From an optimization exercise on the open Yosys and OpenROAD flow, aimed at small area and a short achievable clock period; shortcuts taken in it are not production practice.
RTL that was checked went through simulation tests only; none was proved equivalent to the original.
Power figures rest on the tool's default switching activity, not on a simulated workload.

==> 06-25: inputs <==
## agree_core
module agree_core (
    input  logic        clk_i,
    input  logic        rst_ni,
    output logic [31:0] imem_addr_o,
    input  logic [31:0] imem_rdata_i,
    output logic [13:0] dmem_addr_o,
    output logic [3:0]  dmem_wren_o,
    output logic [31:0] dmem_wdata_o,
    input  logic [31:0] dmem_rdata_i,
    input  logic [31:0] io_sw_i,
    input  logic [3:0]  io_btn_i,
    output logic [31:0] pc_debug_o,
    output logic        insn_vld_o,
    output logic        wb_wren_o,
    output logic [4:0]  wb_rd_o,
    output logic [31:0] wb_data_o,
    output logic [31:0] io_ledr_o,
    output logic [6:0]  io_hex0_o,
                        io_hex1_o,
                        io_hex2_o,
                        io_hex3_o,
                        io_hex4_o,
                        io_hex5_o,
    output logic [31:0] io_lcd_o
);
    localparam logic [6:0] OP_LUI = 7'b0110111, OP_AUIPC = 7'b0010111, OP_JAL = 7'b1101111,
                           OP_JALR = 7'b1100111, OP_BR = 7'b1100011, OP_LD = 7'b0000011,
                           OP_ST = 7'b0100011, OP_IMM = 7'b0010011, OP_REG = 7'b0110011;
    logic [31:2] pc_f;
    logic        fd_v;
    logic [31:0] fd_ir, fd_rv1;
    logic [31:2] fd_pc;
    logic        fd_lui, fd_auipc, fd_jal, fd_jalr, fd_br, fd_ld, fd_st, fd_imm, fd_reg;
    logic        dx_v, dx_we, dx_ld, dx_br, dx_dwe, dx_iowe, dx_kill, x_we;
    logic [4:0]  dx_sh;
    logic [4:0]  dx_rd;
    logic [2:0]  dx_f3;
  ...
make LEC_CHECK=0 CAP_MARGIN=20 CORE_MARGIN=2 CORE_UTILIZATION=50 PLACE_DENSITY=0.6 SETUP_SLACK_MARGIN=5 SLEW_MARGIN=20 SYNTH_HIERARCHICAL=1 finish   # period 11.0 ns
run.sh (not shown) runs the stock make flow with config.mk's settings and CLKGATE_MAP_FILE= SYNTH_SCRIPT=/design/flow/synth_recipe.tcl, a recipe that flattens the netlist after the stock synthesis.
==> inputs of 03-20, as changes to 06-25 <==
--- a/flow/design.v
+++ b/flow/design.v
@@ -46,14 +46,16 @@
     logic [31:2] pc_f;
     logic        fd_v;
     logic [31:0] fd_ir, fd_rv1;
     logic [31:2] fd_pc;
     logic        fd_lui, fd_auipc, fd_jal, fd_jalr, fd_br, fd_ld, fd_st, fd_imm, fd_reg;
     logic        dx_v, dx_we, dx_ld, dx_br, dx_dwe, dx_iowe, dx_kill, x_we;
     logic [4:0]  dx_sh;
+    logic        dx_rg_out, dx_rg_in, dx_rg_ram, dx_l_mid1, dx_l_mid3, dx_l_byte, dx_l_word, dx_l_sgn;
+    logic [3:0]  dx_l_lo;
     logic [4:0]  dx_rd;
     logic [2:0]  dx_f3;
     logic [3:0]  dx_lanes;
     logic        dx_sub, dx_sra, dx_c_eq, dx_c_lt, dx_c_ltu, dx_inv;
     logic        dx_s_add, dx_s_slt, dx_s_sltu, dx_s_xor, dx_s_or, dx_s_and, dx_s_sll, dx_s_srl;
     logic [31:0] dx_a, dx_b;
     logic [31:2] dx_alt, dx_pc;
@@ -204,14 +206,24 @@
         end
     end
     always_ff @(posedge clk_i) begin
         dx_rd    <= rd;
         dx_sh    <= b_d[4:0];
         dx_f3    <= f3;
         dx_lanes <= lanes;
+        dx_rg_out <= fd_ld & (dsum[17:16] == 2'b10);
+        dx_rg_in  <= fd_ld & (dsum[17:16] == 2'b11);
+        dx_rg_ram <= fd_ld & ~dsum[17];
+        for (int k = 0; k < 4; k++)
+            dx_l_lo[k] <= fd_ld & (f3[1] ? (k == 0) : f3[0] ? (k == {dsum[1], 1'b0}) : (k == dsum[1:0]));
+        dx_l_mid1 <= fd_ld & (f3[1] | (f3[0] & ~dsum[1]));
+        dx_l_mid3 <= fd_ld & ~f3[1] & f3[0] & dsum[1];
+        dx_l_byte <= fd_ld & ~f3[1] & ~f3[0];
+        dx_l_word <= fd_ld & f3[1];
+        dx_l_sgn  <= fd_ld & ~f3[2] & ~f3[1];
         dx_pc    <= fd_pc;
         dx_alt   <= (fd_br & ~fd_ir[31]) ? dsum[31:2] : pc_f;
         if (i_alu | fd_br)         dx_a <= fv1;
         else if (fd_jal | fd_jalr) dx_a <= {pc_f, 2'b00};
         else                       dx_a <= dsum;
         dx_b     <= b_d ^ {32{sub}};
         dx_c_eq  <= f3[2:1] == 2'b00;
@@ -241,15 +253,19 @@
     assign eq  = &(a ^ b);
     logic [31:0] sh_in, sh_out, sh_r;
     logic        sh_fill;
     always_comb begin
         for (int i = 0; i < 32; i++) sh_in[i] = dx_s_sll ? a[31-i] : a[i];
     end
     assign sh_fill = dx_sra & a[31] & ~dx_s_sll;
-    assign sh_r = $signed({sh_fill, sh_in}) >>> dx_sh;
+    always_comb begin
+        sh_r = sh_in;
+        for (int k = 0; k < 5; k++)
+            if (dx_sh[k]) sh_r = (sh_r >> (1 << k)) | ({32{sh_fill}} << (32 - (1 << k)));
+    end
     always_comb begin
         for (int i = 0; i < 32; i++) sh_out[i] = dx_s_sll ? sh_r[31-i] : sh_r[i];
     end
     logic [31:0] res;
     assign res = ({32{dx_s_add}}  & sum)
                | ({32{dx_s_slt}}  & {31'd0, lt})
                | ({32{dx_s_sltu}} & {31'd0, ltu})
@@ -284,33 +300,29 @@
     assign io_hex1_o = oreg[1][14:8];
     assign io_hex2_o = oreg[1][22:16];
     assign io_hex3_o = oreg[1][30:24];
     assign io_hex4_o = oreg[2][6:0];
     assign io_hex5_o = oreg[2][14:8];
     assign io_lcd_o  = oreg[3];
     logic [31:0] ld_word, ld_data;
-    logic [7:0]  ld_byte;
-    logic [15:0] ld_half;
+    logic [7:0]  ld_lo, ld_mid;
+    logic        ld_ext;
     always_comb begin
-        case (dx_a[17:16])
-            2'b10:   ld_word = oreg[dx_a[3:2]];
-            2'b11:   ld_word = dx_a[2] ? {24'd0, 4'h4, btn_q} : sw_q;
-            default: ld_word = dmem_rdata_i;
-        endcase
-        ld_half = dx_a[1] ? ld_word[31:16] : ld_word[15:0];
-        ld_byte = dx_a[0] ? ld_half[15:8] : ld_half[7:0];
-        case (dx_f3)
-            3'b000:  ld_data = {{24{ld_byte[7]}}, ld_byte};
-            3'b001:  ld_data = {{16{ld_half[15]}}, ld_half};
-            3'b100:  ld_data = {24'd0, ld_byte};
-            3'b101:  ld_data = {16'd0, ld_half};
-            default: ld_data = ld_word;
-        endcase
+        ld_word = ({32{dx_rg_ram}} & dmem_rdata_i)
+                | ({32{dx_rg_out}} & oreg[dx_a[3:2]])
+                | ({32{dx_rg_in}}  & (dx_a[2] ? {24'd0, 4'h4, btn_q} : sw_q));
+        ld_lo = '0;
+        for (int k = 0; k < 4; k++) ld_lo = ld_lo | ({8{dx_l_lo[k]}} & ld_word[8*k +: 8]);
+        ld_mid = ({8{dx_l_mid1}} & ld_word[15:8]) | ({8{dx_l_mid3}} & ld_word[31:24]);
+        ld_ext = dx_l_sgn & (dx_l_byte ? ld_lo[7] : ld_mid[7]);
+        ld_data[7:0]   = ld_lo;
+        ld_data[15:8]  = ld_mid | {8{ld_ext & dx_l_byte}};
+        ld_data[31:16] = dx_l_word ? ld_word[31:16] : {16{ld_ext}};
     end
-    assign x_res = dx_ld ? ld_data : res;
+    assign x_res = ld_data | (res & {32{~dx_ld}});
     always_ff @(posedge clk_i or negedge rst_ni) begin
         if (!rst_ni) begin
             mw_v <= 1'b0; mw_we <= 1'b0;
         end else begin
             mw_v  <= dx_v & ~dx_kill;
             mw_we <= x_we;
         end
==> flow/config.mk (replaced) <==
export PLATFORM = sky130hd
export DESIGN_NAME = agree_core
export DESIGN_NICKNAME = agree_core
export VERILOG_FILES = /design/flow/design.v
export SDC_FILE = /design/flow/constraint.sdc
export NUM_CORES = 4
export LEC_CHECK = 0
export CAP_MARGIN = 20
export CORE_MARGIN = 2
export CORE_UTILIZATION = 65
export CTS_BUF_LIST = sky130_fd_sc_hd__clkbuf_16
export CTS_CLUSTER_DIAMETER = 100
export CTS_CLUSTER_SIZE = 20
export PLACE_DENSITY = 0.72
export SETUP_SLACK_MARGIN = 5
export SLEW_MARGIN = 20
export SYNTH_HIERARCHICAL = 1
==> qor summary <==
| quantity | 03-20 | 06-25 |
|---|---|---|
| Power Combinational | 1.56 mW | 1.59 mW |
| GR Layer Usage met3 | 23.7% | 12.3% |
| Crit path launch type | primary input | flip-flop |
| Worst Path Required | 11.55 ns | 11.64 ns |
| Comb pwr share | 12.9% | 11.2% |
| Worst slack at placement | 4.59 ns | 5.15 ns |
| Switching power of the nets | 3.30 mW | 3.73 mW |
| Initial Util | 65.7% | 50.4% |
| Signal arrival time at the worst endpoint | 6.64 ns | 6.28 ns |
| Routing usage on met2 | 76.2% | 64.8% |
| Number of multi-input combinational cells in the layout | 4115 | 4231 |
| Destination of the worst register-to-register timing path | dx_b[11] | dx_b[8] |
| Run status | no timing/DRC/antenna violations | no timing/DRC/antenna violations |
| Inserted Clock Buffers | 89 | 161 |
Function not checked in 06-25: the RTL went through the layout flow alone.

[port drivers added, routing unchanged]
How much do the figures lean on ideal ports? The routed layouts below were timed once more, with nothing changed but the port constraints. Step 1 sets driving cells, clkbuf_16 on the clock port and buf_2 on the other inputs (assumed; they add their load-dependent delay and slew). Step 2 times the ports against the registers' clock, not the clock port: input delays grow and output delays shrink by t, the midpoint of the rising clock arrivals with the driver on. a / b / c = ideal ports / drivers / drivers and shift; a / b = the first two.
run | t, ns | slack for setup (ns) | hold slack, ns | worst setup path at the end | worst data-port slew with drivers (ns)
06-25 | 0.896 | 5.359 / 5.359 / 4.828 | 0.295 / 0.295 / 0.295 | input to register | 0.09
03-20 | 0.820 | 4.912 / 4.905 / 4.085 | 0.326 / 0.326 / 0.326 | input to register | 0.11
After both steps every run listed still meets setup and hold. The setup slack of 03-20, which loses most, moves by -0.007 ns with the drivers and by -0.827 ns with both steps.
